This design comes from an exercise in tuning for small area and a short achievable clock period on the open sky130 flow, not from production work. Function was checked by simulation only, so behaviour that the tests miss may differ from the original.

==> flow/design.v, too long to show whole: its modules and the start of the top module <==
// module top_32bit: 142 lines
// module opmux: 4 lines
// module ltcmp: 3 lines
// module mulfront: 925 lines
// module csaback: 359 lines
// module cpa32: 294 lines
// module benc: 5 lines
// module bsel: 3 lines
// module ao21: 3 lines
// module xo2: 3 lines
module top_32bit(
    input               clk,
    input               we,
    input               reset,
    input      [31:0]   data,
    input      [1:0]    p_sel,
    input      [31:0]   P0,
    input      [31:0]   P1,
    output     [31:0]   P0_out,
    output     [31:0]   P1_out,
    output     [31:0]   data_out
  );
  // ...
==> flow/flow/run.sh <==
#!/bin/bash
set -euo pipefail
bash standard.sh SETUP_SLACK_MARGIN=6.5 finish > layout_make.log 2>&1
==> flow/standard.sh <==
#!/bin/bash
# synth_recipe.tcl (not shown) runs the flow's synth.tcl, then flattens the netlist and writes it again
# the make line also repeats each setting of config.mk as NAME=value (left out here)
make -C /OpenROAD-flow-scripts/flow DESIGN_CONFIG=/design/flow/config.mk WORK_HOME=/design/flow/orfs CLKGATE_MAP_FILE= SYNTH_SCRIPT=/design/flow/synth_recipe.tcl "${@:-finish}"
==> flow/config.mk <==
export PLATFORM = sky130hd
export DESIGN_NAME = top_32bit
export DESIGN_NICKNAME = top_32bit
export VERILOG_FILES = /design/flow/design.v
export SDC_FILE = /design/flow/constraint.sdc
export NUM_CORES = 4
export LEC_CHECK = 0
export CAP_MARGIN = 20
export CORE_MARGIN = 2
export CORE_UTILIZATION = 60
export SLEW_MARGIN = 20
export SYNTH_HIERARCHICAL = 1
==> flow/constraint.sdc <==
create_clock -name core_clock -period 12.0 [get_ports {clk}]
set_input_delay 2.4000 -clock core_clock [delete_from_list [all_inputs] [get_ports {clk}]]
set_output_delay 2.4000 -clock core_clock [all_outputs]
set_load 0.01 [all_outputs]
==> impl_metrics.toml, run 1 <==
[outcome]
status = "finished clean"

[synth]
ys_types = 107
synth.most_common_cell = "edfxtp_1"
synth_common_cells = "edfxtp_1 (576), a22oi_1 (339), xnor2_1 (263)"
async_flop_share = 0.09363
synth_area_leader_cell = "edfxtp_1"

[finish]
final_common_cell = "edfxtp_1"
clock_area_frac = 0.05066
nNonClkBuffers = 556
sh_seq_area = 0.3955

[floorplan]
start_util = 0.6070
core_sq_um = 72960
die_h_um = 275.7

[global_route]
grt_busiest_layer = "met2"
grt_usage = 0.4127

[setup_path]
crit_slowest_cell = "dfxtp_1"
required_ps = 9600

[clock_network]
worstSkewPairLatency_ps = 690
numCtsBuffers = 86
htree_levels = 3
path_clk_slew_ps = 60

[sta]
fin_skew_ps = 66.93

[place]
dpl.hpwl_mm = 92.99

[worst_hold_path]
min_to = "valid[2]"

[job]
maxCapViolCount = 0
==> run 2: changes to the inputs <==
--- a/flow/design.v
+++ b/flow/design.v
@@ -331,239 +331,164 @@
   wire pp180;
   wire pp181;
   wire pp182;
   wire pp183;
   wire pp184;
   wire pp185;
   wire s186;
   wire c187;
-  wire x188;
-  wire s189;
-  wire c190;
-  wire x191;
-  wire x192;
-  wire s193;
-  wire c194;
-  wire s195;
-  wire c196;
-  wire x197;
-  wire x198;
-  wire s199;
-  wire c200;
-  wire s201;
-  wire c202;
-  wire x203;
-  wire x204;
-  wire s205;
-  wire c206;
-  wire x207;
+  wire s188;
+  wire c189;
+  wire s190;
+  wire c191;
+  wire s192;
+  wire c193;
+  wire s194;
+  wire c195;
+  wire s196;
+  wire c197;
+  wire s198;
+  wire c199;
+  wire s200;
+  wire c201;
+  wire s202;
+  wire c203;
+  wire s204;
+  wire c205;
+  wire s206;
+  wire c207;
   wire s208;
   wire c209;
   wire s210;
   wire c211;
-  wire x212;
-  wire x213;
+  wire s212;
+  wire c213;
   wire s214;
   wire c215;
-  wire x216;
-  wire s217;
-  wire c218;
-  wire s219;
-  wire c220;
-  wire x221;
-  wire x222;
-  wire s223;
-  wire c224;
-  wire x225;
+  wire s216;
+  wire c217;
+  wire s218;
+  wire c219;
+  wire s220;
+  wire c221;
+  wire s222;
+  wire c223;
+  wire s224;
+  wire c225;
   wire s226;
   wire c227;
-  wire x228;
-  wire s229;
-  wire c230;
-  wire s231;
-  wire c232;
-  wire x233;
-  wire x234;
-  wire s235;
-  wire c236;
-  wire x237;
+  wire s228;
+  wire c229;
+  wire s230;
+  wire c231;
+  wire s232;
+  wire c233;
+  wire s234;
+  wire c235;
+  wire s236;
+  wire c237;
   wire s238;
   wire c239;
-  wire x240;
-  wire s241;
-  wire c242;
-  wire s243;
-  wire c244;
-  wire x245;
-  wire x246;
-  wire s247;
-  wire c248;
-  wire x249;
+  wire s240;
+  wire c241;
+  wire s242;
+  wire c243;
+  wire s244;
+  wire c245;
+  wire s246;
+  wire c247;
+  wire s248;
+  wire c249;
   wire s250;
   wire c251;
-  wire x252;
-  wire s253;
-  wire c254;
-  wire x255;
+  wire s252;
+  wire c253;
+  wire s254;
+  wire c255;
   wire s256;
   wire c257;
   wire s258;
   wire c259;
-  wire x260;
-  wire x261;
+  wire s260;
+  wire c261;
   wire s262;
   wire c263;
-  wire x264;
-  wire s265;
-  wire c266;
-  wire x267;
+  wire s264;
+  wire c265;
+  wire s266;
+  wire c267;
   wire s268;
   wire c269;
-  wire x270;
-  wire s271;
-  wire c272;
-  wire s273;
-  wire c274;
-  wire x275;
-  wire x276;
-  wire s277;
-  wire c278;
-  wire x279;
+  wire s270;
+  wire c271;
+  wire s272;
+  wire c273;
+  wire s274;
+  wire c275;
+  wire s276;
+  wire c277;
+  wire s278;
+  wire c279;
   wire s280;
   wire c281;
-  wire x282;
-  wire s283;
-  wire c284;
-  wire x285;
+  wire s282;
+  wire c283;
+  wire s284;
+  wire c285;
   wire s286;
   wire c287;
-  wire x288;
-  wire s289;
-  wire c290;
-  wire x291;
+  wire s288;
+  wire c289;
+  wire s290;
+  wire c291;
   wire s292;
   wire c293;
-  wire x294;
-  wire s295;
-  wire c296;
-  wire x297;
+  wire s294;
+  wire c295;
+  wire s296;
+  wire c297;
   wire s298;
   wire c299;
-  wire x300;
-  wire s301;
-  wire c302;
-  wire x303;
+  wire s300;
+  wire c301;
+  wire s302;
+  wire c303;
   wire s304;
   wire c305;
-  wire x306;
-  wire s307;
-  wire c308;
-  wire x309;
+  wire s306;
+  wire c307;
+  wire s308;
+  wire c309;
   wire s310;
   wire c311;
-  wire x312;
-  wire s313;
-  wire c314;
-  wire x315;
+  wire s312;
+  wire c313;
+  wire s314;
+  wire c315;
   wire s316;
   wire c317;
-  wire x318;
-  wire s319;
-  wire c320;
-  wire x321;
+  wire s318;
+  wire c319;
+  wire s320;
+  wire c321;
   wire s322;
   wire c323;
-  wire x324;
-  wire s325;
-  wire c326;
-  wire x327;
+  wire s324;
+  wire c325;
+  wire s326;
+  wire c327;
   wire s328;
   wire c329;
-  wire x330;
-  wire s331;
-  wire c332;
-  wire x333;
+  wire s330;
+  wire c331;
+  wire s332;
+  wire c333;
   wire s334;
   wire c335;
-  wire x336;
-  wire s337;
-  wire c338;
-  wire x339;
-  wire s340;
-  wire c341;
-  wire x342;
-  wire s343;
-  wire c344;
-  wire x345;
-  wire s346;
-  wire c347;
-  wire s348;
-  wire c349;
-  wire x350;
-  wire x351;
-  wire s352;
-  wire c353;
-  wire x354;
-  wire s355;
-  wire c356;
-  wire x357;
-  wire s358;
-  wire c359;
-  wire x360;
-  wire s361;
-  wire c362;
-  wire x363;
-  wire s364;
-  wire c365;
-  wire x366;
-  wire s367;
-  wire c368;
-  wire x369;
-  wire s370;
-  wire c371;
-  wire s372;
-  wire c373;
-  wire x374;
-  wire x375;
-  wire s376;
-  wire c377;
-  wire x378;
-  wire s379;
-  wire c380;
-  wire x381;
-  wire s382;
-  wire c383;
-  wire x384;
-  wire s385;
-  wire c386;
-  wire x387;
-  wire s388;
-  wire c389;
-  wire s390;
-  wire c391;
-  wire x392;
-  wire x393;
-  wire s394;
-  wire c395;
-  wire x396;
-  wire s397;
-  wire c398;
-  wire x399;
-  wire s400;
-  wire c401;
-  wire s402;
-  wire c403;
-  wire x404;
-  wire x405;
-  wire s406;
-  wire c407;
-  wire s408;
-  wire c409;
-  wire x410;
   benc u_e0 (.x2(b[1]), .x1(b[0]), .x0(1'b0), .one(one1), .two(two2), .neg(neg3));
   bsel u_s0_0 (.one(one1), .two(two2), .neg(neg3), .a1(a[0]), .a0(1'b0), .pp(pp4));
   bsel u_s0_1 (.one(one1), .two(two2), .neg(neg3), .a1(a[1]), .a0(a[0]), .pp(pp5));
   bsel u_s0_2 (.one(one1), .two(two2), .neg(neg3), .a1(a[2]), .a0(a[1]), .pp(pp6));
   bsel u_s0_3 (.one(one1), .two(two2), .neg(neg3), .a1(a[3]), .a0(a[2]), .pp(pp7));
   bsel u_s0_4 (.one(one1), .two(two2), .neg(neg3), .a1(a[4]), .a0(a[3]), .pp(pp8));
   bsel u_s0_5 (.one(one1), .two(two2), .neg(neg3), .a1(a[5]), .a0(a[4]), .pp(pp9));
   bsel u_s0_6 (.one(one1), .two(two2), .neg(neg3), .a1(a[6]), .a0(a[5]), .pp(pp10));
@@ -723,241 +648,91 @@
   assign pp178 = one169 & a[8];
   assign pp179 = one169 & a[9];
   assign pp180 = one169 & a[10];
   assign pp181 = one169 & a[11];
   assign pp182 = one169 & a[12];
   assign pp183 = one169 & a[13];
   assign pp184 = one169 & a[14];
   assign pp185 = one169 & a[15];
-  xo2 u_x1 (.a(neg66), .b(pp10), .y(x188));
-  assign s186 = x188;
-  assign c187 = neg66 & pp10;
-  xo2 u_x2 (.a(pp11), .b(pp30), .y(x191));
-  assign s189 = x191;
-  assign c190 = pp11 & pp30;
-  xo2 u_x3 (.a(neg87), .b(pp12), .y(x192));
-  assign s193 = x192 ^ pp31;
-  assign c194 = x192 ? pp31 : neg87;
-  xo2 u_x4 (.a(pp50), .b(pp69), .y(x197));
-  assign s195 = x197;
-  assign c196 = pp50 & pp69;
-  xo2 u_x5 (.a(pp13), .b(pp32), .y(x198));
-  assign s199 = x198 ^ pp51;
-  assign c200 = x198 ? pp51 : pp13;
-  xo2 u_x6 (.a(pp70), .b(pp89), .y(x203));
-  assign s201 = x203;
-  assign c202 = pp70 & pp89;
-  xo2 u_x7 (.a(neg108), .b(pp14), .y(x204));
-  assign s205 = x204 ^ pp33;
-  assign c206 = x204 ? pp33 : neg108;
-  xo2 u_x8 (.a(pp52), .b(pp71), .y(x207));
-  assign s208 = x207 ^ pp90;
-  assign c209 = x207 ? pp90 : pp52;
-  xo2 u_x9 (.a(pp109), .b(c202), .y(x212));
-  assign s210 = x212;
-  assign c211 = pp109 & c202;
-  xo2 u_x10 (.a(pp15), .b(pp34), .y(x213));
-  assign s214 = x213 ^ pp53;
-  assign c215 = x213 ? pp53 : pp15;
-  xo2 u_x11 (.a(pp72), .b(pp91), .y(x216));
-  assign s217 = x216 ^ pp110;
-  assign c218 = x216 ? pp110 : pp72;
-  xo2 u_x12 (.a(c211), .b(c206), .y(x221));
-  assign s219 = x221;
-  assign c220 = c211 & c206;
-  xo2 u_x13 (.a(neg129), .b(pp16), .y(x222));
-  assign s223 = x222 ^ pp35;
-  assign c224 = x222 ? pp35 : neg129;
-  xo2 u_x14 (.a(pp54), .b(pp73), .y(x225));
-  assign s226 = x225 ^ pp92;
-  assign c227 = x225 ? pp92 : pp54;
-  xo2 u_x15 (.a(pp111), .b(pp130), .y(x228));
-  assign s229 = x228 ^ c215;
-  assign c230 = x228 ? c215 : pp111;
-  xo2 u_x16 (.a(c218), .b(s223), .y(x233));
-  assign s231 = x233;
-  assign c232 = c218 & s223;
-  xo2 u_x17 (.a(pp17), .b(pp36), .y(x234));
-  assign s235 = x234 ^ pp55;
-  assign c236 = x234 ? pp55 : pp17;
-  xo2 u_x18 (.a(pp74), .b(pp93), .y(x237));
-  assign s238 = x237 ^ pp112;
-  assign c239 = x237 ? pp112 : pp74;
-  xo2 u_x19 (.a(pp131), .b(c224), .y(x240));
-  assign s241 = x240 ^ c227;
-  assign c242 = x240 ? c227 : pp131;
-  xo2 u_x20 (.a(s235), .b(s238), .y(x245));
-  assign s243 = x245;
-  assign c244 = s235 & s238;
-  xo2 u_x21 (.a(neg150), .b(pp18), .y(x246));
-  assign s247 = x246 ^ pp37;
-  assign c248 = x246 ? pp37 : neg150;
-  xo2 u_x22 (.a(pp56), .b(pp75), .y(x249));
-  assign s250 = x249 ^ pp94;
-  assign c251 = x249 ? pp94 : pp56;
-  xo2 u_x23 (.a(pp113), .b(pp132), .y(x252));
-  assign s253 = x252 ^ pp151;
-  assign c254 = x252 ? pp151 : pp113;
-  xo2 u_x24 (.a(c236), .b(c239), .y(x255));
-  assign s256 = x255 ^ s247;
-  assign c257 = x255 ? s247 : c236;
-  xo2 u_x25 (.a(s250), .b(s253), .y(x260));
-  assign s258 = x260;
-  assign c259 = s250 & s253;
-  xo2 u_x26 (.a(pp19), .b(pp38), .y(x261));
-  assign s262 = x261 ^ pp57;
-  assign c263 = x261 ? pp57 : pp19;
-  xo2 u_x27 (.a(pp76), .b(pp95), .y(x264));
-  assign s265 = x264 ^ pp114;
-  assign c266 = x264 ? pp114 : pp76;
-  xo2 u_x28 (.a(pp133), .b(pp152), .y(x267));
-  assign s268 = x267 ^ c248;
-  assign c269 = x267 ? c248 : pp133;
-  xo2 u_x29 (.a(c251), .b(c254), .y(x270));
-  assign s271 = x270 ^ s262;
-  assign c272 = x270 ? s262 : c251;
-  xo2 u_x30 (.a(s265), .b(c259), .y(x275));
-  assign s273 = x275;
-  assign c274 = s265 & c259;
-  xo2 u_x31 (.a(pp20), .b(pp39), .y(x276));
-  assign s277 = x276 ^ pp58;
-  assign c278 = x276 ? pp58 : pp20;
-  xo2 u_x32 (.a(pp77), .b(pp96), .y(x279));
-  assign s280 = x279 ^ pp115;
-  assign c281 = x279 ? pp115 : pp77;
-  xo2 u_x33 (.a(pp134), .b(pp153), .y(x282));
-  assign s283 = x282 ^ pp170;
-  assign c284 = x282 ? pp170 : pp134;
-  xo2 u_x34 (.a(c263), .b(c266), .y(x285));
-  assign s286 = x285 ^ s277;
-  assign c287 = x285 ? s277 : c263;
-  xo2 u_x35 (.a(s280), .b(s283), .y(x288));
-  assign s289 = x288 ^ c269;
-  assign c290 = x288 ? c269 : s280;
-  xo2 u_x36 (.a(neg3), .b(pp40), .y(x291));
-  assign s292 = x291 ^ pp59;
-  assign c293 = x291 ? pp59 : neg3;
-  xo2 u_x37 (.a(pp78), .b(pp97), .y(x294));
-  assign s295 = x294 ^ pp116;
-  assign c296 = x294 ? pp116 : pp78;
-  xo2 u_x38 (.a(pp135), .b(pp154), .y(x297));
-  assign s298 = x297 ^ pp171;
-  assign c299 = x297 ? pp171 : pp135;
-  xo2 u_x39 (.a(c278), .b(c281), .y(x300));
-  assign s301 = x300 ^ c284;
-  assign c302 = x300 ? c284 : c278;
-  xo2 u_x40 (.a(s292), .b(s295), .y(x303));
-  assign s304 = x303 ^ s298;
-  assign c305 = x303 ? s298 : s292;
-  xo2 u_x41 (.a(neg3), .b(pp41), .y(x306));
-  assign s307 = x306 ^ pp60;
-  assign c308 = x306 ? pp60 : neg3;
-  xo2 u_x42 (.a(pp79), .b(pp98), .y(x309));
-  assign s310 = x309 ^ pp117;
-  assign c311 = x309 ? pp117 : pp79;
-  xo2 u_x43 (.a(pp136), .b(pp155), .y(x312));
-  assign s313 = x312 ^ pp172;
-  assign c314 = x312 ? pp172 : pp136;
-  xo2 u_x44 (.a(c293), .b(c296), .y(x315));
-  assign s316 = x315 ^ c299;
-  assign c317 = x315 ? c299 : c293;
-  xo2 u_x45 (.a(s307), .b(s310), .y(x318));
-  assign s319 = x318 ^ s313;
-  assign c320 = x318 ? s313 : s307;
-  xo2 u_x46 (.a(ns21), .b(ns42), .y(x321));
-  assign s322 = x321 ^ pp61;
-  assign c323 = x321 ? pp61 : ns21;
-  xo2 u_x47 (.a(pp80), .b(pp99), .y(x324));
-  assign s325 = x324 ^ pp118;
-  assign c326 = x324 ? pp118 : pp80;
-  xo2 u_x48 (.a(pp137), .b(pp156), .y(x327));
-  assign s328 = x327 ^ pp173;
-  assign c329 = x327 ? pp173 : pp137;
-  xo2 u_x49 (.a(s322), .b(c308), .y(x330));
-  assign s331 = x330 ^ c311;
-  assign c332 = x330 ? c311 : s322;
-  xo2 u_x50 (.a(c314), .b(s325), .y(x333));
-  assign s334 = x333 ^ s328;
-  assign c335 = x333 ? s328 : c314;
-  xo2 u_x51 (.a(pp62), .b(pp81), .y(x336));
-  assign s337 = ~x336;
-  assign c338 = pp62 | pp81;
-  xo2 u_x52 (.a(pp100), .b(pp119), .y(x339));
-  assign s340 = x339 ^ pp138;
-  assign c341 = x339 ? pp138 : pp100;
-  xo2 u_x53 (.a(pp157), .b(pp174), .y(x342));
-  assign s343 = x342 ^ c323;
-  assign c344 = x342 ? c323 : pp157;
-  xo2 u_x54 (.a(s337), .b(c326), .y(x345));
-  assign s346 = x345 ^ c329;
-  assign c347 = x345 ? c329 : s337;
-  xo2 u_x55 (.a(s340), .b(s343), .y(x350));
-  assign s348 = x350;
-  assign c349 = s340 & s343;
-  xo2 u_x56 (.a(ns63), .b(pp82), .y(x351));
-  assign s352 = x351 ^ pp101;
-  assign c353 = x351 ? pp101 : ns63;
-  xo2 u_x57 (.a(pp120), .b(pp139), .y(x354));
-  assign s355 = x354 ^ pp158;
-  assign c356 = x354 ? pp158 : pp120;
-  xo2 u_x58 (.a(pp175), .b(c338), .y(x357));
-  assign s358 = x357 ^ c341;
-  assign c359 = x357 ? c341 : pp175;
-  xo2 u_x59 (.a(c344), .b(s352), .y(x360));
-  assign s361 = x360 ^ s355;
-  assign c362 = x360 ? s355 : c344;
-  xo2 u_x60 (.a(pp83), .b(pp102), .y(x363));
-  assign s364 = ~x363;
-  assign c365 = pp83 | pp102;
-  xo2 u_x61 (.a(pp121), .b(pp140), .y(x366));
-  assign s367 = x366 ^ pp159;
-  assign c368 = x366 ? pp159 : pp121;
-  xo2 u_x62 (.a(pp176), .b(s364), .y(x369));
-  assign s370 = x369 ^ c353;
-  assign c371 = x369 ? c353 : pp176;
-  xo2 u_x63 (.a(c356), .b(s367), .y(x374));
-  assign s372 = x374;
-  assign c373 = c356 & s367;
-  xo2 u_x64 (.a(ns84), .b(pp103), .y(x375));
-  assign s376 = x375 ^ pp122;
-  assign c377 = x375 ? pp122 : ns84;
-  xo2 u_x65 (.a(pp141), .b(pp160), .y(x378));
-  assign s379 = x378 ^ pp177;
-  assign c380 = x378 ? pp177 : pp141;
-  xo2 u_x66 (.a(c365), .b(c368), .y(x381));
-  assign s382 = x381 ^ s376;
-  assign c383 = x381 ? s376 : c365;
-  xo2 u_x67 (.a(pp104), .b(pp123), .y(x384));
-  assign s385 = ~x384;
-  assign c386 = pp104 | pp123;
-  xo2 u_x68 (.a(pp142), .b(pp161), .y(x387));
-  assign s388 = x387 ^ pp178;
-  assign c389 = x387 ? pp178 : pp142;
-  xo2 u_x69 (.a(s385), .b(c377), .y(x392));
-  assign s390 = x392;
-  assign c391 = s385 & c377;
-  xo2 u_x70 (.a(ns105), .b(pp124), .y(x393));
-  assign s394 = x393 ^ pp143;
-  assign c395 = x393 ? pp143 : ns105;
-  xo2 u_x71 (.a(pp162), .b(pp179), .y(x396));
-  assign s397 = x396 ^ c386;
-  assign c398 = x396 ? c386 : pp162;
-  xo2 u_x72 (.a(pp125), .b(pp144), .y(x399));
-  assign s400 = ~x399;
-  assign c401 = pp125 | pp144;
-  xo2 u_x73 (.a(pp163), .b(pp180), .y(x404));
-  assign s402 = x404;
-  assign c403 = pp163 & pp180;
-  xo2 u_x74 (.a(ns126), .b(pp145), .y(x405));
-  assign s406 = x405 ^ pp164;
-  assign c407 = x405 ? pp164 : ns126;
-  xo2 u_x75 (.a(pp146), .b(pp165), .y(x410));
-  assign s408 = x410;
-  assign c409 = pp146 & pp165;
+  assign {c187,s186} = neg66 + pp10;
+  assign {c189,s188} = pp11 + pp30;
+  assign {c191,s190} = neg87 + pp12 + pp31;
+  assign {c193,s192} = pp50 + pp69;
+  assign {c195,s194} = pp13 + pp32 + pp51;
+  assign {c197,s196} = pp70 + pp89;
+  assign {c199,s198} = neg108 + pp14 + pp33;
+  assign {c201,s200} = pp52 + pp71 + pp90;
+  assign {c203,s202} = pp109 + c197;
+  assign {c205,s204} = pp15 + pp34 + pp53;
+  assign {c207,s206} = pp72 + pp91 + pp110;
+  assign {c209,s208} = c199 + c201;
+  assign {c211,s210} = neg129 + pp16 + pp35;
+  assign {c213,s212} = pp54 + pp73 + pp92;
+  assign {c215,s214} = pp111 + pp130 + c205;
+  assign {c217,s216} = c207 + s210;
+  assign {c219,s218} = pp17 + pp36 + pp55;
+  assign {c221,s220} = pp74 + pp93 + pp112;
+  assign {c223,s222} = pp131 + c211 + c213;
+  assign {c225,s224} = s218 + s220;
+  assign {c227,s226} = neg150 + pp18 + pp37;
+  assign {c229,s228} = pp56 + pp75 + pp94;
+  assign {c231,s230} = pp113 + pp132 + pp151;
+  assign {c233,s232} = c219 + c221 + s226;
+  assign {c235,s234} = s228 + s230;
+  assign {c237,s236} = pp19 + pp38 + pp57;
+  assign {c239,s238} = pp76 + pp95 + pp114;
+  assign {c241,s240} = pp133 + pp152 + c227;
+  assign {c243,s242} = c229 + c231 + s236;
+  assign {c245,s244} = s238 + c235;
+  assign {c247,s246} = pp20 + pp39 + pp58;
+  assign {c249,s248} = pp77 + pp96 + pp115;
+  assign {c251,s250} = pp134 + pp153 + pp170;
+  assign {c253,s252} = c237 + c239 + s246;
+  assign {c255,s254} = s248 + s250 + c241;
+  assign {c257,s256} = neg3 + pp40 + pp59;
+  assign {c259,s258} = pp78 + pp97 + pp116;
+  assign {c261,s260} = pp135 + pp154 + pp171;
+  assign {c263,s262} = c247 + c249 + c251;
+  assign {c265,s264} = s256 + s258 + s260;
+  assign {c267,s266} = neg3 + pp41 + pp60;
+  assign {c269,s268} = pp79 + pp98 + pp117;
+  assign {c271,s270} = pp136 + pp155 + pp172;
+  assign {c273,s272} = c257 + c259 + c261;
+  assign {c275,s274} = s266 + s268 + s270;
+  assign {c277,s276} = ns21 + ns42 + pp61;
+  assign {c279,s278} = pp80 + pp99 + pp118;
+  assign {c281,s280} = pp137 + pp156 + pp173;
+  assign {c283,s282} = c267 + c269 + c271;
+  assign {c285,s284} = s276 + s278 + s280;
+  assign {c287,s286} = pp62 + pp81 + 1'b1;
+  assign {c289,s288} = pp100 + pp119 + pp138;
+  assign {c291,s290} = pp157 + pp174 + c277;
+  assign {c293,s292} = c279 + c281 + s286;
+  assign {c295,s294} = s288 + c283;
+  assign {c297,s296} = ns63 + pp82 + pp101;
+  assign {c299,s298} = pp120 + pp139 + pp158;
+  assign {c301,s300} = pp175 + c287 + c289;
+  assign {c303,s302} = s296 + s298 + c291;
+  assign {c305,s304} = pp83 + pp102 + 1'b1;
+  assign {c307,s306} = pp121 + pp140 + pp159;
+  assign {c309,s308} = pp176 + c297 + c299;
+  assign {c311,s310} = s304 + s306;
+  assign {c313,s312} = ns84 + pp103 + pp122;
+  assign {c315,s314} = pp141 + pp160 + pp177;
+  assign {c317,s316} = c305 + c307 + s312;
+  assign {c319,s318} = pp104 + pp123 + 1'b1;
+  assign {c321,s320} = pp142 + pp161 + pp178;
+  assign {c323,s322} = c313 + c315;
+  assign {c325,s324} = ns105 + pp124 + pp143;
+  assign {c327,s326} = pp162 + pp179 + c319;
+  assign {c329,s328} = pp125 + pp144 + 1'b1;
+  assign {c331,s330} = pp163 + pp180;
+  assign {c333,s332} = ns126 + pp145 + pp164;
+  assign {c335,s334} = pp146 + pp165;
   ao21 u_m0 (.a(is_mul), .b(pp4), .c(ox[0]), .y(m[0]));
   ao21 u_m1 (.a(is_mul), .b(neg3), .c(oy[0]), .y(m[1]));
   assign m[2] = ocin;
   ao21 u_m3 (.a(is_mul), .b(pp5), .c(ox[1]), .y(m[3]));
   assign m[4] = oy[1];
   ao21 u_m5 (.a(is_mul), .b(pp6), .c(ox[2]), .y(m[5]));
   ao21 u_m6 (.a(is_mul), .b(pp25), .c(oy[2]), .y(m[6]));
   ao21 u_m7 (.a(is_mul), .b(neg24), .c(1'b0), .y(m[7]));
@@ -972,468 +747,291 @@
   ao21 u_m16 (.a(is_mul), .b(pp47), .c(1'b0), .y(m[16]));
   ao21 u_m17 (.a(is_mul), .b(pp29), .c(ox[6]), .y(m[17]));
   ao21 u_m18 (.a(is_mul), .b(pp48), .c(oy[6]), .y(m[18]));
   ao21 u_m19 (.a(is_mul), .b(pp67), .c(1'b0), .y(m[19]));
   ao21 u_m20 (.a(is_mul), .b(s186), .c(1'b0), .y(m[20]));
   ao21 u_m21 (.a(is_mul), .b(pp49), .c(ox[7]), .y(m[21]));
   ao21 u_m22 (.a(is_mul), .b(pp68), .c(oy[7]), .y(m[22]));
   ao21 u_m23 (.a(is_mul), .b(c187), .c(1'b0), .y(m[23]));
-  ao21 u_m24 (.a(is_mul), .b(s189), .c(1'b0), .y(m[24]));
+  ao21 u_m24 (.a(is_mul), .b(s188), .c(1'b0), .y(m[24]));
   ao21 u_m25 (.a(is_mul), .b(pp88), .c(ox[8]), .y(m[25]));
-  ao21 u_m26 (.a(is_mul), .b(c190), .c(oy[8]), .y(m[26]));
-  ao21 u_m27 (.a(is_mul), .b(s193), .c(1'b0), .y(m[27]));
-  ao21 u_m28 (.a(is_mul), .b(s195), .c(1'b0), .y(m[28]));
-  ao21 u_m29 (.a(is_mul), .b(c196), .c(ox[9]), .y(m[29]));
-  ao21 u_m30 (.a(is_mul), .b(c194), .c(oy[9]), .y(m[30]));
-  ao21 u_m31 (.a(is_mul), .b(s199), .c(1'b0), .y(m[31]));
-  ao21 u_m32 (.a(is_mul), .b(s201), .c(1'b0), .y(m[32]));
-  ao21 u_m33 (.a(is_mul), .b(c200), .c(ox[10]), .y(m[33]));
-  ao21 u_m34 (.a(is_mul), .b(s205), .c(oy[10]), .y(m[34]));
-  ao21 u_m35 (.a(is_mul), .b(s208), .c(1'b0), .y(m[35]));
-  ao21 u_m36 (.a(is_mul), .b(s210), .c(1'b0), .y(m[36]));
-  ao21 u_m37 (.a(is_mul), .b(c209), .c(ox[11]), .y(m[37]));
-  ao21 u_m38 (.a(is_mul), .b(s214), .c(oy[11]), .y(m[38]));
-  ao21 u_m39 (.a(is_mul), .b(s217), .c(1'b0), .y(m[39]));
-  ao21 u_m40 (.a(is_mul), .b(s219), .c(1'b0), .y(m[40]));
-  ao21 u_m41 (.a(is_mul), .b(s226), .c(ox[12]), .y(m[41]));
-  ao21 u_m42 (.a(is_mul), .b(c220), .c(oy[12]), .y(m[42]));
-  ao21 u_m43 (.a(is_mul), .b(s229), .c(1'b0), .y(m[43]));
-  ao21 u_m44 (.a(is_mul), .b(s231), .c(1'b0), .y(m[44]));
-  ao21 u_m45 (.a(is_mul), .b(c230), .c(ox[13]), .y(m[45]));
-  ao21 u_m46 (.a(is_mul), .b(c232), .c(oy[13]), .y(m[46]));
-  ao21 u_m47 (.a(is_mul), .b(s241), .c(1'b0), .y(m[47]));
-  ao21 u_m48 (.a(is_mul), .b(s243), .c(1'b0), .y(m[48]));
-  ao21 u_m49 (.a(is_mul), .b(c244), .c(ox[14]), .y(m[49]));
-  ao21 u_m50 (.a(is_mul), .b(c242), .c(oy[14]), .y(m[50]));
-  ao21 u_m51 (.a(is_mul), .b(s256), .c(1'b0), .y(m[51]));
-  ao21 u_m52 (.a(is_mul), .b(s258), .c(1'b0), .y(m[52]));
-  ao21 u_m53 (.a(is_mul), .b(s268), .c(ox[15]), .y(m[53]));
-  ao21 u_m54 (.a(is_mul), .b(c257), .c(oy[15]), .y(m[54]));
-  ao21 u_m55 (.a(is_mul), .b(s271), .c(1'b0), .y(m[55]));
-  ao21 u_m56 (.a(is_mul), .b(s273), .c(1'b0), .y(m[56]));
-  ao21 u_m57 (.a(is_mul), .b(c274), .c(ox[16]), .y(m[57]));
-  ao21 u_m58 (.a(is_mul), .b(c272), .c(oy[16]), .y(m[58]));
-  ao21 u_m59 (.a(is_mul), .b(s286), .c(1'b0), .y(m[59]));
-  ao21 u_m60 (.a(is_mul), .b(s289), .c(1'b0), .y(m[60]));
-  ao21 u_m61 (.a(is_mul), .b(c287), .c(ox[17]), .y(m[61]));
-  ao21 u_m62 (.a(is_mul), .b(c290), .c(oy[17]), .y(m[62]));
-  ao21 u_m63 (.a(is_mul), .b(s301), .c(1'b0), .y(m[63]));
-  ao21 u_m64 (.a(is_mul), .b(s304), .c(1'b0), .y(m[64]));
-  ao21 u_m65 (.a(is_mul), .b(c302), .c(ox[18]), .y(m[65]));
-  ao21 u_m66 (.a(is_mul), .b(c305), .c(oy[18]), .y(m[66]));
-  ao21 u_m67 (.a(is_mul), .b(s316), .c(1'b0), .y(m[67]));
-  ao21 u_m68 (.a(is_mul), .b(s319), .c(1'b0), .y(m[68]));
-  ao21 u_m69 (.a(is_mul), .b(c317), .c(ox[19]), .y(m[69]));
-  ao21 u_m70 (.a(is_mul), .b(c320), .c(oy[19]), .y(m[70]));
-  ao21 u_m71 (.a(is_mul), .b(s331), .c(1'b0), .y(m[71]));
-  ao21 u_m72 (.a(is_mul), .b(s334), .c(1'b0), .y(m[72]));
-  ao21 u_m73 (.a(is_mul), .b(c332), .c(ox[20]), .y(m[73]));
-  ao21 u_m74 (.a(is_mul), .b(c335), .c(oy[20]), .y(m[74]));
-  ao21 u_m75 (.a(is_mul), .b(s346), .c(1'b0), .y(m[75]));
-  ao21 u_m76 (.a(is_mul), .b(s348), .c(1'b0), .y(m[76]));
-  ao21 u_m77 (.a(is_mul), .b(c349), .c(ox[21]), .y(m[77]));
-  ao21 u_m78 (.a(is_mul), .b(s358), .c(oy[21]), .y(m[78]));
-  ao21 u_m79 (.a(is_mul), .b(c347), .c(1'b0), .y(m[79]));
-  ao21 u_m80 (.a(is_mul), .b(s361), .c(1'b0), .y(m[80]));
-  ao21 u_m81 (.a(is_mul), .b(c359), .c(ox[22]), .y(m[81]));
-  ao21 u_m82 (.a(is_mul), .b(s370), .c(oy[22]), .y(m[82]));
-  ao21 u_m83 (.a(is_mul), .b(c362), .c(1'b0), .y(m[83]));
-  ao21 u_m84 (.a(is_mul), .b(s372), .c(1'b0), .y(m[84]));
-  ao21 u_m85 (.a(is_mul), .b(s379), .c(ox[23]), .y(m[85]));
-  ao21 u_m86 (.a(is_mul), .b(c373), .c(oy[23]), .y(m[86]));
-  ao21 u_m87 (.a(is_mul), .b(c371), .c(1'b0), .y(m[87]));
-  ao21 u_m88 (.a(is_mul), .b(s382), .c(1'b0), .y(m[88]));
-  ao21 u_m89 (.a(is_mul), .b(c380), .c(ox[24]), .y(m[89]));
-  ao21 u_m90 (.a(is_mul), .b(s388), .c(oy[24]), .y(m[90]));
-  ao21 u_m91 (.a(is_mul), .b(c383), .c(1'b0), .y(m[91]));
-  ao21 u_m92 (.a(is_mul), .b(s390), .c(1'b0), .y(m[92]));
-  ao21 u_m93 (.a(is_mul), .b(c389), .c(ox[25]), .y(m[93]));
-  ao21 u_m94 (.a(is_mul), .b(s394), .c(oy[25]), .y(m[94]));
-  ao21 u_m95 (.a(is_mul), .b(c391), .c(1'b0), .y(m[95]));
-  ao21 u_m96 (.a(is_mul), .b(s397), .c(1'b0), .y(m[96]));
-  ao21 u_m97 (.a(is_mul), .b(s400), .c(ox[26]), .y(m[97]));
-  ao21 u_m98 (.a(is_mul), .b(c395), .c(oy[26]), .y(m[98]));
-  ao21 u_m99 (.a(is_mul), .b(c398), .c(1'b0), .y(m[99]));
-  ao21 u_m100 (.a(is_mul), .b(s402), .c(1'b0), .y(m[100]));
+  ao21 u_m26 (.a(is_mul), .b(c189), .c(oy[8]), .y(m[26]));
+  ao21 u_m27 (.a(is_mul), .b(s190), .c(1'b0), .y(m[27]));
+  ao21 u_m28 (.a(is_mul), .b(s192), .c(1'b0), .y(m[28]));
+  ao21 u_m29 (.a(is_mul), .b(c193), .c(ox[9]), .y(m[29]));
+  ao21 u_m30 (.a(is_mul), .b(c191), .c(oy[9]), .y(m[30]));
+  ao21 u_m31 (.a(is_mul), .b(s194), .c(1'b0), .y(m[31]));
+  ao21 u_m32 (.a(is_mul), .b(s196), .c(1'b0), .y(m[32]));
+  ao21 u_m33 (.a(is_mul), .b(c195), .c(ox[10]), .y(m[33]));
+  ao21 u_m34 (.a(is_mul), .b(s198), .c(oy[10]), .y(m[34]));
+  ao21 u_m35 (.a(is_mul), .b(s200), .c(1'b0), .y(m[35]));
+  ao21 u_m36 (.a(is_mul), .b(s202), .c(1'b0), .y(m[36]));
+  ao21 u_m37 (.a(is_mul), .b(s204), .c(ox[11]), .y(m[37]));
+  ao21 u_m38 (.a(is_mul), .b(s206), .c(oy[11]), .y(m[38]));
+  ao21 u_m39 (.a(is_mul), .b(c203), .c(1'b0), .y(m[39]));
+  ao21 u_m40 (.a(is_mul), .b(s208), .c(1'b0), .y(m[40]));
+  ao21 u_m41 (.a(is_mul), .b(s212), .c(ox[12]), .y(m[41]));
+  ao21 u_m42 (.a(is_mul), .b(c209), .c(oy[12]), .y(m[42]));
+  ao21 u_m43 (.a(is_mul), .b(s214), .c(1'b0), .y(m[43]));
+  ao21 u_m44 (.a(is_mul), .b(s216), .c(1'b0), .y(m[44]));
+  ao21 u_m45 (.a(is_mul), .b(c217), .c(ox[13]), .y(m[45]));
+  ao21 u_m46 (.a(is_mul), .b(c215), .c(oy[13]), .y(m[46]));
+  ao21 u_m47 (.a(is_mul), .b(s222), .c(1'b0), .y(m[47]));
+  ao21 u_m48 (.a(is_mul), .b(s224), .c(1'b0), .y(m[48]));
+  ao21 u_m49 (.a(is_mul), .b(c225), .c(ox[14]), .y(m[49]));
+  ao21 u_m50 (.a(is_mul), .b(c223), .c(oy[14]), .y(m[50]));
+  ao21 u_m51 (.a(is_mul), .b(s232), .c(1'b0), .y(m[51]));
+  ao21 u_m52 (.a(is_mul), .b(s234), .c(1'b0), .y(m[52]));
+  ao21 u_m53 (.a(is_mul), .b(c233), .c(ox[15]), .y(m[53]));
+  ao21 u_m54 (.a(is_mul), .b(s240), .c(oy[15]), .y(m[54]));
+  ao21 u_m55 (.a(is_mul), .b(s242), .c(1'b0), .y(m[55]));
+  ao21 u_m56 (.a(is_mul), .b(s244), .c(1'b0), .y(m[56]));
+  ao21 u_m57 (.a(is_mul), .b(c243), .c(ox[16]), .y(m[57]));
+  ao21 u_m58 (.a(is_mul), .b(s252), .c(oy[16]), .y(m[58]));
+  ao21 u_m59 (.a(is_mul), .b(c245), .c(1'b0), .y(m[59]));
+  ao21 u_m60 (.a(is_mul), .b(s254), .c(1'b0), .y(m[60]));
+  ao21 u_m61 (.a(is_mul), .b(c253), .c(ox[17]), .y(m[61]));
+  ao21 u_m62 (.a(is_mul), .b(s262), .c(oy[17]), .y(m[62]));
+  ao21 u_m63 (.a(is_mul), .b(c255), .c(1'b0), .y(m[63]));
+  ao21 u_m64 (.a(is_mul), .b(s264), .c(1'b0), .y(m[64]));
+  ao21 u_m65 (.a(is_mul), .b(c263), .c(ox[18]), .y(m[65]));
+  ao21 u_m66 (.a(is_mul), .b(c265), .c(oy[18]), .y(m[66]));
+  ao21 u_m67 (.a(is_mul), .b(s272), .c(1'b0), .y(m[67]));
+  ao21 u_m68 (.a(is_mul), .b(s274), .c(1'b0), .y(m[68]));
+  ao21 u_m69 (.a(is_mul), .b(c273), .c(ox[19]), .y(m[69]));
+  ao21 u_m70 (.a(is_mul), .b(c275), .c(oy[19]), .y(m[70]));
+  ao21 u_m71 (.a(is_mul), .b(s282), .c(1'b0), .y(m[71]));
+  ao21 u_m72 (.a(is_mul), .b(s284), .c(1'b0), .y(m[72]));
+  ao21 u_m73 (.a(is_mul), .b(c285), .c(ox[20]), .y(m[73]));
+  ao21 u_m74 (.a(is_mul), .b(s290), .c(oy[20]), .y(m[74]));
+  ao21 u_m75 (.a(is_mul), .b(s292), .c(1'b0), .y(m[75]));
+  ao21 u_m76 (.a(is_mul), .b(s294), .c(1'b0), .y(m[76]));
+  ao21 u_m77 (.a(is_mul), .b(c293), .c(ox[21]), .y(m[77]));
+  ao21 u_m78 (.a(is_mul), .b(s300), .c(oy[21]), .y(m[78]));
+  ao21 u_m79 (.a(is_mul), .b(c295), .c(1'b0), .y(m[79]));
+  ao21 u_m80 (.a(is_mul), .b(s302), .c(1'b0), .y(m[80]));
+  ao21 u_m81 (.a(is_mul), .b(c301), .c(ox[22]), .y(m[81]));
+  ao21 u_m82 (.a(is_mul), .b(s308), .c(oy[22]), .y(m[82]));
+  ao21 u_m83 (.a(is_mul), .b(c303), .c(1'b0), .y(m[83]));
+  ao21 u_m84 (.a(is_mul), .b(s310), .c(1'b0), .y(m[84]));
+  ao21 u_m85 (.a(is_mul), .b(s314), .c(ox[23]), .y(m[85]));
+  ao21 u_m86 (.a(is_mul), .b(c311), .c(oy[23]), .y(m[86]));
+  ao21 u_m87 (.a(is_mul), .b(c309), .c(1'b0), .y(m[87]));
+  ao21 u_m88 (.a(is_mul), .b(s316), .c(1'b0), .y(m[88]));
+  ao21 u_m89 (.a(is_mul), .b(s318), .c(ox[24]), .y(m[89]));
+  ao21 u_m90 (.a(is_mul), .b(s320), .c(oy[24]), .y(m[90]));
+  ao21 u_m91 (.a(is_mul), .b(c317), .c(1'b0), .y(m[91]));
+  ao21 u_m92 (.a(is_mul), .b(s322), .c(1'b0), .y(m[92]));
+  ao21 u_m93 (.a(is_mul), .b(c321), .c(ox[25]), .y(m[93]));
+  ao21 u_m94 (.a(is_mul), .b(s324), .c(oy[25]), .y(m[94]));
+  ao21 u_m95 (.a(is_mul), .b(c323), .c(1'b0), .y(m[95]));
+  ao21 u_m96 (.a(is_mul), .b(s326), .c(1'b0), .y(m[96]));
+  ao21 u_m97 (.a(is_mul), .b(c325), .c(ox[26]), .y(m[97]));
+  ao21 u_m98 (.a(is_mul), .b(s328), .c(oy[26]), .y(m[98]));
+  ao21 u_m99 (.a(is_mul), .b(c327), .c(1'b0), .y(m[99]));
+  ao21 u_m100 (.a(is_mul), .b(s330), .c(1'b0), .y(m[100]));
   ao21 u_m101 (.a(is_mul), .b(pp181), .c(ox[27]), .y(m[101]));
-  ao21 u_m102 (.a(is_mul), .b(c403), .c(oy[27]), .y(m[102]));
-  ao21 u_m103 (.a(is_mul), .b(c401), .c(1'b0), .y(m[103]));
-  ao21 u_m104 (.a(is_mul), .b(s406), .c(1'b0), .y(m[104]));
+  ao21 u_m102 (.a(is_mul), .b(c331), .c(oy[27]), .y(m[102]));
+  ao21 u_m103 (.a(is_mul), .b(c329), .c(1'b0), .y(m[103]));
+  ao21 u_m104 (.a(is_mul), .b(s332), .c(1'b0), .y(m[104]));
   assign m[105] = is_mul | ox[28];
   ao21 u_m106 (.a(is_mul), .b(pp182), .c(oy[28]), .y(m[106]));
-  ao21 u_m107 (.a(is_mul), .b(c407), .c(1'b0), .y(m[107]));
-  ao21 u_m108 (.a(is_mul), .b(s408), .c(1'b0), .y(m[108]));
+  ao21 u_m107 (.a(is_mul), .b(c333), .c(1'b0), .y(m[107]));
+  ao21 u_m108 (.a(is_mul), .b(s334), .c(1'b0), .y(m[108]));
   ao21 u_m109 (.a(is_mul), .b(ns147), .c(ox[29]), .y(m[109]));
   ao21 u_m110 (.a(is_mul), .b(pp166), .c(oy[29]), .y(m[110]));
   ao21 u_m111 (.a(is_mul), .b(pp183), .c(1'b0), .y(m[111]));
-  ao21 u_m112 (.a(is_mul), .b(c409), .c(1'b0), .y(m[112]));
+  ao21 u_m112 (.a(is_mul), .b(c335), .c(1'b0), .y(m[112]));
   ao21 u_m113 (.a(is_mul), .b(pp167), .c(ox[30]), .y(m[113]));
   ao21 u_m114 (.a(is_mul), .b(pp184), .c(oy[30]), .y(m[114]));
   assign m[115] = is_mul | 1'b0;
   ao21 u_m116 (.a(is_mul), .b(ns168), .c(ox[31]), .y(m[116]));
   ao21 u_m117 (.a(is_mul), .b(pp185), .c(oy[31]), .y(m[117]));
 endmodule
 module csaback(input [117:0] m, output [31:0] s);
   wire s1;
   wire c2;
-  wire x3;
-  wire s4;
-  wire c5;
-  wire x6;
-  wire x7;
-  wire s8;
-  wire c9;
-  wire s10;
-  wire c11;
-  wire x12;
-  wire x13;
-  wire s14;
-  wire c15;
-  wire s16;
-  wire c17;
-  wire x18;
-  wire x19;
-  wire s20;
-  wire c21;
-  wire s22;
-  wire c23;
-  wire x24;
-  wire x25;
-  wire s26;
-  wire c27;
-  wire x28;
+  wire s3;
+  wire c4;
+  wire s5;
+  wire c6;
+  wire s7;
+  wire c8;
+  wire s9;
+  wire c10;
+  wire s11;
+  wire c12;
+  wire s13;
+  wire c14;
+  wire s15;
+  wire c16;
+  wire s17;
+  wire c18;
+  wire s19;
+  wire c20;
+  wire s21;
+  wire c22;
+  wire s23;
+  wire c24;
+  wire s25;
+  wire c26;
+  wire s27;
+  wire c28;
   wire s29;
   wire c30;
-  wire x31;
-  wire s32;
-  wire c33;
-  wire x34;
+  wire s31;
+  wire c32;
+  wire s33;
+  wire c34;
   wire s35;
   wire c36;
-  wire x37;
-  wire s38;
-  wire c39;
-  wire x40;
+  wire s37;
+  wire c38;
+  wire s39;
+  wire c40;
   wire s41;
   wire c42;
-  wire x43;
-  wire s44;
-  wire c45;
-  wire x46;
+  wire s43;
+  wire c44;
+  wire s45;
+  wire c46;
   wire s47;
   wire c48;
-  wire x49;
-  wire s50;
-  wire c51;
-  wire x52;
+  wire s49;
+  wire c50;
+  wire s51;
+  wire c52;
   wire s53;
   wire c54;
-  wire x55;
-  wire s56;
-  wire c57;
-  wire x58;
+  wire s55;
+  wire c56;
+  wire s57;
+  wire c58;
   wire s59;
   wire c60;
-  wire x61;
-  wire s62;
-  wire c63;
-  wire x64;
+  wire s61;
+  wire c62;
+  wire s63;
+  wire c64;
   wire s65;
   wire c66;
-  wire x67;
-  wire s68;
-  wire c69;
-  wire x70;
+  wire s67;
+  wire c68;
+  wire s69;
+  wire c70;
   wire s71;
   wire c72;
-  wire x73;
-  wire s74;
-  wire c75;
-  wire x76;
+  wire s73;
+  wire c74;
+  wire s75;
+  wire c76;
   wire s77;
   wire c78;
-  wire x79;
-  wire s80;
-  wire c81;
-  wire x82;
+  wire s79;
+  wire c80;
+  wire s81;
+  wire c82;
   wire s83;
   wire c84;
-  wire x85;
-  wire s86;
-  wire c87;
-  wire x88;
+  wire s85;
+  wire c86;
+  wire s87;
+  wire c88;
   wire s89;
   wire c90;
-  wire x91;
-  wire s92;
-  wire c93;
-  wire x94;
+  wire s91;
+  wire c92;
+  wire s93;
+  wire c94;
   wire s95;
   wire c96;
-  wire x97;
-  wire s98;
-  wire c99;
-  wire x100;
+  wire s97;
+  wire c98;
+  wire s99;
+  wire c100;
   wire s101;
   wire c102;
-  wire x103;
-  wire s104;
-  wire c105;
-  wire x106;
+  wire s103;
+  wire c104;
+  wire s105;
+  wire c106;
   wire s107;
   wire c108;
-  wire x109;
-  wire s110;
-  wire c111;
-  wire x112;
+  wire s109;
+  wire c110;
+  wire s111;
+  wire c112;
   wire s113;
   wire c114;
-  wire x115;
-  wire s116;
-  wire c117;
-  wire x118;
-  wire s119;
-  wire c120;
-  wire x121;
-  wire s122;
-  wire c123;
-  wire x124;
-  wire s125;
-  wire c126;
-  wire x127;
-  wire s128;
-  wire c129;
-  wire x130;
-  wire s131;
-  wire c132;
-  wire x133;
-  wire s134;
-  wire c135;
-  wire x136;
-  wire s137;
-  wire c138;
-  wire x139;
-  wire s140;
-  wire c141;
-  wire x142;
-  wire s143;
-  wire c144;
-  wire x145;
-  wire s146;
-  wire c147;
-  wire x148;
-  wire s149;
-  wire c150;
-  wire x151;
-  wire s152;
-  wire c153;
-  wire x154;
-  wire s155;
-  wire c156;
-  wire x157;
-  wire s158;
-  wire c159;
-  wire x160;
-  wire s161;
-  wire c162;
-  wire x163;
-  wire s164;
-  wire c165;
-  wire x166;
-  wire s167;
-  wire c168;
-  wire x169;
-  wire s170;
-  wire c171;
-  wire s172;
-  wire c173;
-  wire x174;
-  wire x175;
-  wire s176;
-  wire c177;
-  xo2 u_x10001 (.a(m[0]), .b(m[1]), .y(x3));
-  assign s1 = x3;
-  assign c2 = m[0] & m[1];
-  xo2 u_x10002 (.a(m[3]), .b(m[4]), .y(x6));
-  assign s4 = x6;
-  assign c5 = m[3] & m[4];
-  xo2 u_x10003 (.a(m[5]), .b(m[6]), .y(x7));
-  assign s8 = x7 ^ m[7];
-  assign c9 = x7 ? m[7] : m[5];
-  xo2 u_x10004 (.a(m[8]), .b(m[9]), .y(x12));
-  assign s10 = x12;
-  assign c11 = m[8] & m[9];
-  xo2 u_x10005 (.a(m[10]), .b(m[11]), .y(x13));
-  assign s14 = x13 ^ m[12];
-  assign c15 = x13 ? m[12] : m[10];
-  xo2 u_x10006 (.a(m[13]), .b(c11), .y(x18));
-  assign s16 = x18;
-  assign c17 = m[13] & c11;
-  xo2 u_x10007 (.a(m[14]), .b(m[15]), .y(x19));
-  assign s20 = x19 ^ m[16];
-  assign c21 = x19 ? m[16] : m[14];
-  xo2 u_x10008 (.a(c17), .b(c15), .y(x24));
-  assign s22 = x24;
-  assign c23 = c17 & c15;
-  xo2 u_x10009 (.a(m[17]), .b(m[18]), .y(x25));
-  assign s26 = x25 ^ m[19];
-  assign c27 = x25 ? m[19] : m[17];
-  xo2 u_x10010 (.a(m[20]), .b(c21), .y(x28));
-  assign s29 = x28 ^ s26;
-  assign c30 = x28 ? s26 : m[20];
-  xo2 u_x10011 (.a(m[21]), .b(m[22]), .y(x31));
-  assign s32 = x31 ^ m[23];
-  assign c33 = x31 ? m[23] : m[21];
-  xo2 u_x10012 (.a(m[24]), .b(c27), .y(x34));
-  assign s35 = x34 ^ s32;
-  assign c36 = x34 ? s32 : m[24];
-  xo2 u_x10013 (.a(m[25]), .b(m[26]), .y(x37));
-  assign s38 = x37 ^ m[27];
-  assign c39 = x37 ? m[27] : m[25];
-  xo2 u_x10014 (.a(m[28]), .b(c33), .y(x40));
-  assign s41 = x40 ^ s38;
-  assign c42 = x40 ? s38 : m[28];
-  xo2 u_x10015 (.a(m[29]), .b(m[30]), .y(x43));
-  assign s44 = x43 ^ m[31];
-  assign c45 = x43 ? m[31] : m[29];
-  xo2 u_x10016 (.a(m[32]), .b(c39), .y(x46));
-  assign s47 = x46 ^ s44;
-  assign c48 = x46 ? s44 : m[32];
-  xo2 u_x10017 (.a(m[33]), .b(m[34]), .y(x49));
-  assign s50 = x49 ^ m[35];
-  assign c51 = x49 ? m[35] : m[33];
-  xo2 u_x10018 (.a(m[36]), .b(c45), .y(x52));
-  assign s53 = x52 ^ s50;
-  assign c54 = x52 ? s50 : m[36];
-  xo2 u_x10019 (.a(m[37]), .b(m[38]), .y(x55));
-  assign s56 = x55 ^ m[39];
-  assign c57 = x55 ? m[39] : m[37];
-  xo2 u_x10020 (.a(m[40]), .b(c51), .y(x58));
-  assign s59 = x58 ^ s56;
-  assign c60 = x58 ? s56 : m[40];
-  xo2 u_x10021 (.a(m[41]), .b(m[42]), .y(x61));
-  assign s62 = x61 ^ m[43];
-  assign c63 = x61 ? m[43] : m[41];
-  xo2 u_x10022 (.a(m[44]), .b(c57), .y(x64));
-  assign s65 = x64 ^ s62;
-  assign c66 = x64 ? s62 : m[44];
-  xo2 u_x10023 (.a(m[45]), .b(m[46]), .y(x67));
-  assign s68 = x67 ^ m[47];
-  assign c69 = x67 ? m[47] : m[45];
-  xo2 u_x10024 (.a(m[48]), .b(c63), .y(x70));
-  assign s71 = x70 ^ s68;
-  assign c72 = x70 ? s68 : m[48];
-  xo2 u_x10025 (.a(m[49]), .b(m[50]), .y(x73));
-  assign s74 = x73 ^ m[51];
-  assign c75 = x73 ? m[51] : m[49];
-  xo2 u_x10026 (.a(m[52]), .b(c69), .y(x76));
-  assign s77 = x76 ^ s74;
-  assign c78 = x76 ? s74 : m[52];
-  xo2 u_x10027 (.a(m[53]), .b(m[54]), .y(x79));
-  assign s80 = x79 ^ m[55];
-  assign c81 = x79 ? m[55] : m[53];
-  xo2 u_x10028 (.a(m[56]), .b(c75), .y(x82));
-  assign s83 = x82 ^ s80;
-  assign c84 = x82 ? s80 : m[56];
-  xo2 u_x10029 (.a(m[57]), .b(m[58]), .y(x85));
-  assign s86 = x85 ^ m[59];
-  assign c87 = x85 ? m[59] : m[57];
-  xo2 u_x10030 (.a(m[60]), .b(c81), .y(x88));
-  assign s89 = x88 ^ s86;
-  assign c90 = x88 ? s86 : m[60];
-  xo2 u_x10031 (.a(m[61]), .b(m[62]), .y(x91));
-  assign s92 = x91 ^ m[63];
-  assign c93 = x91 ? m[63] : m[61];
-  xo2 u_x10032 (.a(m[64]), .b(c87), .y(x94));
-  assign s95 = x94 ^ s92;
-  assign c96 = x94 ? s92 : m[64];
-  xo2 u_x10033 (.a(m[65]), .b(m[66]), .y(x97));
-  assign s98 = x97 ^ m[67];
-  assign c99 = x97 ? m[67] : m[65];
-  xo2 u_x10034 (.a(m[68]), .b(c93), .y(x100));
-  assign s101 = x100 ^ s98;
-  assign c102 = x100 ? s98 : m[68];
-  xo2 u_x10035 (.a(m[69]), .b(m[70]), .y(x103));
-  assign s104 = x103 ^ m[71];
-  assign c105 = x103 ? m[71] : m[69];
-  xo2 u_x10036 (.a(m[72]), .b(c99), .y(x106));
-  assign s107 = x106 ^ s104;
-  assign c108 = x106 ? s104 : m[72];
-  xo2 u_x10037 (.a(m[73]), .b(m[74]), .y(x109));
-  assign s110 = x109 ^ m[75];
-  assign c111 = x109 ? m[75] : m[73];
-  xo2 u_x10038 (.a(m[76]), .b(c105), .y(x112));
-  assign s113 = x112 ^ s110;
-  assign c114 = x112 ? s110 : m[76];
-  xo2 u_x10039 (.a(m[77]), .b(m[78]), .y(x115));
-  assign s116 = x115 ^ m[79];
-  assign c117 = x115 ? m[79] : m[77];
-  xo2 u_x10040 (.a(m[80]), .b(c111), .y(x118));
-  assign s119 = x118 ^ s116;
-  assign c120 = x118 ? s116 : m[80];
-  xo2 u_x10041 (.a(m[81]), .b(m[82]), .y(x121));
-  assign s122 = x121 ^ m[83];
-  assign c123 = x121 ? m[83] : m[81];
-  xo2 u_x10042 (.a(m[84]), .b(c117), .y(x124));
-  assign s125 = x124 ^ s122;
-  assign c126 = x124 ? s122 : m[84];
-  xo2 u_x10043 (.a(m[85]), .b(m[86]), .y(x127));
-  assign s128 = x127 ^ m[87];
-  assign c129 = x127 ? m[87] : m[85];
-  xo2 u_x10044 (.a(m[88]), .b(c123), .y(x130));
-  assign s131 = x130 ^ s128;
-  assign c132 = x130 ? s128 : m[88];
-  xo2 u_x10045 (.a(m[89]), .b(m[90]), .y(x133));
-  assign s134 = x133 ^ m[91];
-  assign c135 = x133 ? m[91] : m[89];
-  xo2 u_x10046 (.a(m[92]), .b(c129), .y(x136));
-  assign s137 = x136 ^ s134;
-  assign c138 = x136 ? s134 : m[92];
-  xo2 u_x10047 (.a(m[93]), .b(m[94]), .y(x139));
-  assign s140 = x139 ^ m[95];
-  assign c141 = x139 ? m[95] : m[93];
-  xo2 u_x10048 (.a(m[96]), .b(c135), .y(x142));
-  assign s143 = x142 ^ s140;
-  assign c144 = x142 ? s140 : m[96];
-  xo2 u_x10049 (.a(m[97]), .b(m[98]), .y(x145));
-  assign s146 = x145 ^ m[99];
-  assign c147 = x145 ? m[99] : m[97];
-  xo2 u_x10050 (.a(m[100]), .b(c141), .y(x148));
-  assign s149 = x148 ^ s146;
-  assign c150 = x148 ? s146 : m[100];
-  xo2 u_x10051 (.a(m[101]), .b(m[102]), .y(x151));
-  assign s152 = x151 ^ m[103];
-  assign c153 = x151 ? m[103] : m[101];
-  xo2 u_x10052 (.a(m[104]), .b(c147), .y(x154));
-  assign s155 = x154 ^ s152;
-  assign c156 = x154 ? s152 : m[104];
-  xo2 u_x10053 (.a(m[105]), .b(m[106]), .y(x157));
-  assign s158 = x157 ^ m[107];
-  assign c159 = x157 ? m[107] : m[105];
-  xo2 u_x10054 (.a(m[108]), .b(c153), .y(x160));
-  assign s161 = x160 ^ s158;
-  assign c162 = x160 ? s158 : m[108];
-  xo2 u_x10055 (.a(m[109]), .b(m[110]), .y(x163));
-  assign s164 = x163 ^ m[111];
-  assign c165 = x163 ? m[111] : m[109];
-  xo2 u_x10056 (.a(m[112]), .b(c159), .y(x166));
-  assign s167 = x166 ^ s164;
-  assign c168 = x166 ? s164 : m[112];
-  xo2 u_x10057 (.a(m[113]), .b(m[114]), .y(x169));
-  assign s170 = x169 ^ m[115];
-  assign c171 = x169 ? m[115] : m[113];
-  xo2 u_x10058 (.a(c165), .b(s170), .y(x174));
-  assign s172 = x174;
-  assign c173 = c165 & s170;
-  xo2 u_x10059 (.a(m[116]), .b(m[117]), .y(x175));
-  assign s176 = x175 ^ c171;
-  assign c177 = x175 ? c171 : m[116];
-  wire [31:0] ra = {c173, c168, c162, c156, c150, c144, c138, c132, c126, c120, c114, c108, c102, c96, c90, c84, c78, c72, c66, c60, c54, c48, c42, c36, c30, c23, s20, s14, c9, c5, c2, m[2]};
-  wire [31:0] rb = {s176, s172, s167, s161, s155, s149, s143, s137, s131, s125, s119, s113, s107, s101, s95, s89, s83, s77, s71, s65, s59, s53, s47, s41, s35, s29, s22, s16, s10, s8, s4, s1};
+  wire s115;
+  wire c116;
+  wire s117;
+  wire c118;
+  assign {c2,s1} = m[0] + m[1];
+  assign {c4,s3} = m[3] + m[4];
+  assign {c6,s5} = m[5] + m[6] + m[7];
+  assign {c8,s7} = m[8] + m[9];
+  assign {c10,s9} = m[10] + m[11] + m[12];
+  assign {c12,s11} = m[13] + c8;
+  assign {c14,s13} = m[14] + m[15] + m[16];
+  assign {c16,s15} = c10 + s13;
+  assign {c18,s17} = m[17] + m[18] + m[19];
+  assign {c20,s19} = m[20] + c14 + s17;
+  assign {c22,s21} = m[21] + m[22] + m[23];
+  assign {c24,s23} = m[24] + c18 + s21;
+  assign {c26,s25} = m[25] + m[26] + m[27];
+  assign {c28,s27} = m[28] + c22 + s25;
+  assign {c30,s29} = m[29] + m[30] + m[31];
+  assign {c32,s31} = m[32] + c26 + s29;
+  assign {c34,s33} = m[33] + m[34] + m[35];
+  assign {c36,s35} = m[36] + c30 + s33;
+  assign {c38,s37} = m[37] + m[38] + m[39];
+  assign {c40,s39} = m[40] + c34 + s37;
+  assign {c42,s41} = m[41] + m[42] + m[43];
+  assign {c44,s43} = m[44] + c38 + s41;
+  assign {c46,s45} = m[45] + m[46] + m[47];
+  assign {c48,s47} = m[48] + c42 + s45;
+  assign {c50,s49} = m[49] + m[50] + m[51];
+  assign {c52,s51} = m[52] + c46 + s49;
+  assign {c54,s53} = m[53] + m[54] + m[55];
+  assign {c56,s55} = m[56] + c50 + s53;
+  assign {c58,s57} = m[57] + m[58] + m[59];
+  assign {c60,s59} = m[60] + c54 + s57;
+  assign {c62,s61} = m[61] + m[62] + m[63];
+  assign {c64,s63} = m[64] + c58 + s61;
+  assign {c66,s65} = m[65] + m[66] + m[67];
+  assign {c68,s67} = m[68] + c62 + s65;
+  assign {c70,s69} = m[69] + m[70] + m[71];
+  assign {c72,s71} = m[72] + c66 + s69;
+  assign {c74,s73} = m[73] + m[74] + m[75];
+  assign {c76,s75} = m[76] + c70 + s73;
+  assign {c78,s77} = m[77] + m[78] + m[79];
+  assign {c80,s79} = m[80] + c74 + s77;
+  assign {c82,s81} = m[81] + m[82] + m[83];
+  assign {c84,s83} = m[84] + c78 + s81;
+  assign {c86,s85} = m[85] + m[86] + m[87];
+  assign {c88,s87} = m[88] + c82 + s85;
+  assign {c90,s89} = m[89] + m[90] + m[91];
+  assign {c92,s91} = m[92] + c86 + s89;
+  assign {c94,s93} = m[93] + m[94] + m[95];
+  assign {c96,s95} = m[96] + c90 + s93;
+  assign {c98,s97} = m[97] + m[98] + m[99];
+  assign {c100,s99} = m[100] + c94 + s97;
+  assign {c102,s101} = m[101] + m[102] + m[103];
+  assign {c104,s103} = m[104] + c98 + s101;
+  assign {c106,s105} = m[105] + m[106] + m[107];
+  assign {c108,s107} = m[108] + c102 + s105;
+  assign {c110,s109} = m[109] + m[110] + m[111];
+  assign {c112,s111} = m[112] + c106 + s109;
+  assign {c114,s113} = m[113] + m[114] + m[115];
+  assign {c116,s115} = c110 + s113;
+  assign {c118,s117} = m[116] + m[117] + c114;
+  wire [31:0] ra = {c116, c112, c108, c104, c100, c96, c92, c88, c84, c80, c76, c72, c68, c64, c60, c56, c52, c48, c44, c40, c36, c32, c28, c24, c20, c16, c12, s9, c6, c4, c2, m[2]};
+  wire [31:0] rb = {s117, s115, s111, s107, s103, s99, s95, s91, s87, s83, s79, s75, s71, s67, s63, s59, s55, s51, s47, s43, s39, s35, s31, s27, s23, s19, s15, s11, s7, s5, s3, s1};
   cpa32 u_cpa (.a(ra), .b(rb), .s(s));
 endmodule
 module cpa32(input [31:0] a, input [31:0] b, output [31:0] s);
   wire [31:0] g0 = a & b;
   wire [31:0] p0 = a ^ b;
   wire G1 = g0[1] | (p0[1] & g0[0]);
   wire P1 = p0[1] & p0[0];
   wire G2 = g0[2] | (p0[2] & g0[1]);
==> impl_metrics.toml, run 2 <==
[route]
vias_per_cell = 6.745
drt_wl_total_mm = 154.2
firstDrtPassIters = 6
vias = 33800
drt_iter0_drc = 3952
avgRoutedWirePerCell_um = 30.78
drc = 0

[synth]
synth_edf_count = 576
ys_types = 99
syn_area_sq_um = 44200
ys.flop_type = "edfxtp_1"
synth_area_leader_cell = "edfxtp_1"
syn_area_per_cell_sq_um = 12.43
async_flop_share = 0.09363
synth.most_common_cell = "edfxtp_1"
yosys_warnings = 7
synth_common_cells = "edfxtp_1 (576), a22oi_1 (355), inv_1 (252)"
yosysSeqAreaShare = 0.5017

[finish]
utilization = 0.7429
final_cell_mix = "edfxtp_1 (576), a22oi_1 (347), inv_1 (234)"
largest_reg_flops = 384
fin_cells = 5011
final_common_cell = "edfxtp_1"
regMostFlops = "mem"
syn2layout_area_growth_pct = 22.62
top_regs = "mem: 384 flops, Rh: 192 flops, mid: 118 flops"

[clock_network]
worstSkewPairLatency_ps = 680
path_clk_slew_ps = 60
tritoncts = "built"
cts_sinks = 801
numCtsBuffers = 85
htree_levels = 3

[setup_path]
crit_slowest_cell = "fa_1"
critPathArrivalTime_ps = 4190
slowest_delay_ps = 600
required_ps = 9600
endpoint_kind = "output pin"
crit_start = "mid[39]"
reg2reg_slack_ps = 5940
worst-path-max-fanout = 4
crit_type = "flop to output pin"
cp_common_cell = "fa_1"
timing.rr.start = "mid[27]"

[sta]
period_needed_ps = 6593
timing.fmax_mhz = 151.7
fin_skew_ps = 79.53
finalCritPeriodShare = 0.5494
setup_viol = 0
setup_tns_ps = 0
grt_setup_unrepaired = "yes"

[global_route]
grt-ovfl-total = 0
grt_usage = 0.4024

[place]
dpl.hpwl_mm = 90.66
io_buffer_count = 177
postPlaceCellArea_sq_um = 47530

[job]
maxCapViolCount = 0

[floorplan]
die_h_um = 275.4
row_count = 99
core_sq_um = 72960
dieArea_sq_um = 75860
start_util = 0.6058

[outcome]
status = "finished clean"

[worst_hold_path]
hold_start = "valid[3]"
## run 2: cell types whose count changed after synthesis, moves of 32 or more
cell      delta
xor2_1     -171
mux2_2      -49
o21ai_0     -38
xnor2_1     -71
nand2_1     +34
inv_1      +121
fa_1       +108
o211ai_1    +32
a21oi_1     -43
## run 2: logic make-up after synthesis
kind of cell	after synthesis	share of synthesized area
other	1	0.00008484
buffers and inverters	489	0.05302
and+or+nand+nor	613	0.06896
AOI/OAI and AO/OA	968	0.1721
xor gates and xnor gates	212	0.04235
muxes	207	0.06859
adders and majority gates	264	0.09324
DFF	801	0.5017
## run 2: layout make-up
| cell class | instances | area, sq um |
|---|---|---|
| tap | 959 | 1200 |
| sequential | 801 | 22200 |
| antenna | 4 | 10.01 |
| clock inverter | 43 | 521.8 |
| fill | 4662 | 18760 |
| inverter | 254 | 965.9 |
| clock buffer | 115 | 2352 |
| multi-input combinational | 2344 | 22160 |
| timing repair buffer | 491 | 4792 |
## run 2: worst paths after layout
kind	to	cells after the start
min	valid[3]	2
max in group asynchronous	R0[7]	4
max reg2reg	mid[64]	29
max	data_out[30]	12
min reg2reg	valid[3]	2
min in group asynchronous	R0[3]	3
## run 2: timing repair
item | in CTS | in global routing
gates cloned | 11 | 1
gates resized for setup | 365 | 113
buffers inserted | 161 | 54
setup endpoints to repair | 129 | 82
hold buffers | 0 | 0
pin swaps | 119 | 84
## run 2: per-stage QoR
step	hold slack [ps]	worst slack (ps)
global route	476.2	5414
CTS	464.0	5432
finish	454.9	5407
floorplan	415.9	6224
global placement	433.1	4304
detailed placement	447.4	4270
## run 2: critical path, delay by kind of cell (launching register included)
family	cells	cell delay, ps
simple gates	2	310
fa+ha+maj	3	1390
xor+xnor	1	280
compound gates	4	890
flops	1	320
buf+inv	2	360
## run 2: metal layers
metal  wire [um]  track usage  vias up
met2       73140       0.6536     2229
met3       15920      0.08604      622
met5          48            0        -
met1       53780       0.4879    16830
li1            -            -    14110
met4       11320       0.2636        8
## run 2: modules after synthesis, one instance, submodules excluded
module | cell area, sq um | copies in the design | cells | flip-flops and latches
csaback | 1177 | 1 | 69 | 0
cpa32 | 1740 | 1 | 242 | 0
opmux | 603.1 | 2 | 105 | 0
benc | 38.79 | 8 | 5 | 0
bsel | 21.27 | 136 | 2 | 0
top_32bit | 33250 | 1 | 2274 | 801
mulfront | 1969 | 1 | 224 | 0
ao21 | 7.507 | 114 | 1 | 0
ltcmp | 798.3 | 1 | 110 | 0

[separate check: timing with driven ports]
No port has a modelled driver above. Below, the same layouts with a new extraction and two added sets of constraints. Step 1 sets driving cells, clkbuf_16 on the clock port and buf_2 on the other inputs (assumed; they add their load-dependent delay and slew). Step 2 times the ports against the registers' clock, not the clock port: input delays grow and output delays shrink by t, the midpoint of the rising clock arrivals with the driver on. a / b / c = no drivers / after step 1 / after step 2; a / b = the first two.
run	t (ns)	setup WS [ns]	hold slack, ns	worst data-port slew with drivers (ns)
run 1	0.734	5.246 / 5.174 / 5.498	0.475 / 0.475 / 0.475	0.14
run 2	0.717	5.407 / 5.338 / 5.513	0.455 / 0.455 / 0.455	0.16
After both steps every run listed still meets setup and hold.
